This design comes from an exercise in tuning for small area, a short achievable clock period and few clock cycles per item on the open sky130 flow, not from production work.

==> flow/design.v (excerpt) <==
module dct8x8_top#(parameter DATA_WIDTH  =  8)
(
input                               clk               ,
input                               rst_n             ,
input                               dct8x8_top_vld_i  ,
input  wire [DATA_WIDTH*16-1:0]     dct8x8_top_data_i ,
output wire                         dct8x8_top_rdy_i  ,
output wire                         dct8x8_top_vld_o  ,
output wire [(DATA_WIDTH+8)*16-1:0] dct8x8_top_data_o ,
input                               dct8x8_top_rdy_o
);
For scale: ~12000 cells after synthesis, about 390 I/O pins.
==> module dct8x8_buf_ctrl, before the edit <==
module dct8x8_buf_ctrl(
    input            clk,
    input            rst_n,
    input            in_valid,
    output wire      in_ready,
    output wire      out_valid,
    input            out_ready,
    output reg       m,
    output reg [7:0] mx,        
    output wire [3:0] en
);
reg [1:0] n;
reg [3:0] v;
wire exit_ok = ~v[3] | out_ready;
wire step    = exit_ok & in_valid;
assign in_ready  = exit_ok;
assign out_valid = v[3];
assign en[0] = exit_ok & (in_valid | (n == 2'd0));
assign en[1] = exit_ok & (in_valid | (n <= 2'd1));
assign en[2] = exit_ok & (in_valid | (n <= 2'd2));
assign en[3] = exit_ok;
always @(posedge clk or negedge rst_n) begin
    if (~rst_n) begin
        m <= 1'b0;
        mx <= 8'd0;
        n <= 2'd0;
        v <= 4'd0;
    end else if (step) begin
        n <= n + 2'd1;
        if (n == 2'd3) begin
            m <= ~m;
            mx <= ~mx;
            v <= 4'b1111;
        end else begin
            v <= {v[2:0], 1'b1};
        end
    end else if (exit_ok) begin
        case (n)
            2'd0: v <= {v[2:0], 1'b0};
            2'd1: v <= {v[2:1], 1'b0, v[0]};
            2'd2: v <= {v[2], 1'b0, v[1:0]};
            default: v <= {1'b0, v[2:0]};
        endcase
    end
end
endmodule
==> module dct8x8_buf_data, before the edit <==
module dct8x8_buf_data #(
    parameter W = 11
)(
    input              clk,
    input              m,           
    input  [7:0]       mx,          
    input  [3:0]       en,          
    input  [8*W-1:0]   in_a,
    input  [8*W-1:0]   in_b,
    output [8*W-1:0]   out_a,
    output [8*W-1:0]   out_b
);
reg  [W-1:0] s [0:63];
genvar i, j;
generate
for (i = 0; i < 8; i = i + 1) begin : g_row
    for (j = 0; j < 8; j = j + 1) begin : g_col
        wire [W-1:0] src_h = (i >= 2) ? s[(i-2)*8+j] : ((i == 0) ? in_a[j*W +: W] : in_b[j*W +: W]);
        wire [W-1:0] src_v = (j >= 2) ? s[i*8+j-2]   : ((j == 0) ? in_a[i*W +: W] : in_b[i*W +: W]);
        wire         ce    = m ? en[j/2] : en[i/2];
        always @(posedge clk)
            if (ce) s[i*8+j] <= m ? src_v : src_h;
    end
end
for (i = 0; i < 8; i = i + 1) begin : g_out
    localparam integer SR = 6 - (i & 6) + (i & 1);
    assign out_a[i*W +: W] = mx[i] ? s[SR*8+6] : s[6*8+SR];
    assign out_b[i*W +: W] = mx[i] ? s[SR*8+7] : s[7*8+SR];
end
endgenerate
endmodule
==> module dct8x8_buf_top, before the edit <==
module dct8x8_buf_top #(
    parameter W = 11
)(
    input            clk,
    input            rst_n,
    input            in_valid,
    output wire      in_ready,
    input  [8*W-1:0] in_a,
    input  [8*W-1:0] in_b,
    output wire      out_valid,
    input            out_ready,
    output [8*W-1:0] out_a,
    output [8*W-1:0] out_b
);
wire       m;
wire [7:0] mx;
wire [3:0] en;
dct8x8_buf_ctrl u_ctrl (
    .clk(clk), .rst_n(rst_n),
    .in_valid(in_valid), .in_ready(in_ready),
    .out_valid(out_valid), .out_ready(out_ready),
    .m(m), .mx(mx), .en(en)
);
dct8x8_buf_data #(.W(W)) u_data (
    .clk(clk), .m(m), .mx(mx), .en(en),
    .in_a(in_a), .in_b(in_b),
    .out_a(out_a), .out_b(out_b)
);
endmodule
clock: 10.0 ns
lec_check: 0
abc_clock_period_in_ps: 4000
cap_margin: 20
core_margin: 2
core_utilization: 50
setup_slack_margin: 5
slew_margin: 20
run.sh (not shown) runs the stock make flow with config.mk's settings and CLKGATE_MAP_FILE= SYNTH_SCRIPT=/design/flow/synth_recipe.tcl, a recipe that flattens the netlist after the stock synthesis.
Then changed:
--- a/flow/design.v
+++ b/flow/design.v
@@ -79,7 +79,6 @@
     output wire      out_valid,
     input            out_ready,
     output reg       m,
-    output reg [7:0] mx,        
     output wire [3:0] en
 );
 reg [1:0] n;
@@ -95,14 +94,12 @@
 always @(posedge clk or negedge rst_n) begin
     if (~rst_n) begin
         m <= 1'b0;
-        mx <= 8'd0;
         n <= 2'd0;
         v <= 4'd0;
     end else if (step) begin
         n <= n + 2'd1;
         if (n == 2'd3) begin
             m <= ~m;
-            mx <= ~mx;
             v <= 4'b1111;
         end else begin
             v <= {v[2:0], 1'b1};
@@ -122,7 +119,6 @@
 )(
     input              clk,
     input              m,           
-    input  [7:0]       mx,          
     input  [3:0]       en,          
     input  [8*W-1:0]   in_a,
     input  [8*W-1:0]   in_b,
@@ -143,8 +139,8 @@
 end
 for (i = 0; i < 8; i = i + 1) begin : g_out
     localparam integer SR = 6 - (i & 6) + (i & 1);
-    assign out_a[i*W +: W] = mx[i] ? s[SR*8+6] : s[6*8+SR];
-    assign out_b[i*W +: W] = mx[i] ? s[SR*8+7] : s[7*8+SR];
+    assign out_a[i*W +: W] = m ? s[SR*8+6] : s[6*8+SR];
+    assign out_b[i*W +: W] = m ? s[SR*8+7] : s[7*8+SR];
 end
 endgenerate
 endmodule
@@ -163,16 +159,15 @@
     output [8*W-1:0] out_b
 );
 wire       m;
-wire [7:0] mx;
 wire [3:0] en;
 dct8x8_buf_ctrl u_ctrl (
     .clk(clk), .rst_n(rst_n),
     .in_valid(in_valid), .in_ready(in_ready),
     .out_valid(out_valid), .out_ready(out_ready),
-    .m(m), .mx(mx), .en(en)
+    .m(m), .en(en)
 );
 dct8x8_buf_data #(.W(W)) u_data (
-    .clk(clk), .m(m), .mx(mx), .en(en),
+    .clk(clk), .m(m), .en(en),
     .in_a(in_a), .in_b(in_b),
     .out_a(out_a), .out_b(out_b)
 );
Result: Cell area went down by 0.94%. Die area decreases by 2.5%. Area after synthesis shrinks by 2.5%. Maximum frequency went down by 3.3%. Core utilization is higher by 1.1 points. Register-to-register slack gets worse by 0.17 ns. Setup slack got worse by 0.17 ns. Routed wire length rose by 7.6%. Final cell count is lower by 3.3%.
Function was not checked in any run of this note: the RTL went through the layout flow alone.

## re-timing with driven ports
No port has a modelled driver above. Below, the same layouts with a new extraction and two added sets of constraints.
Step 1, drivers: a clkbuf_16 drives clk and a buf_2 each remaining input, both assumed.
Step 2 moves the port delays by t, midway between the first and last clock arrival at a register: inputs arrive t later, outputs are due t later. That takes back most of the time a late clock gives input paths.
Slacks: ideal ports / drivers / drivers and shift; pairs: ideal ports / drivers.
run	t (ns)	slack for setup (ns)	hold slack, ns	worst setup path after step 2	worst slew at a driven data input, ns
the first run	0.980	5.112 / 5.112 / 4.440	0.490 / 0.490 / 0.490	input to register	0.05
the second run	0.992	4.945 / 4.874 / 4.417	0.456 / 0.456 / 0.456	input to register	0.09
After both steps every run listed still meets setup and hold. The setup slack of the first run, which loses most, moves by 0.000 ns with the drivers and by -0.672 ns with both steps.
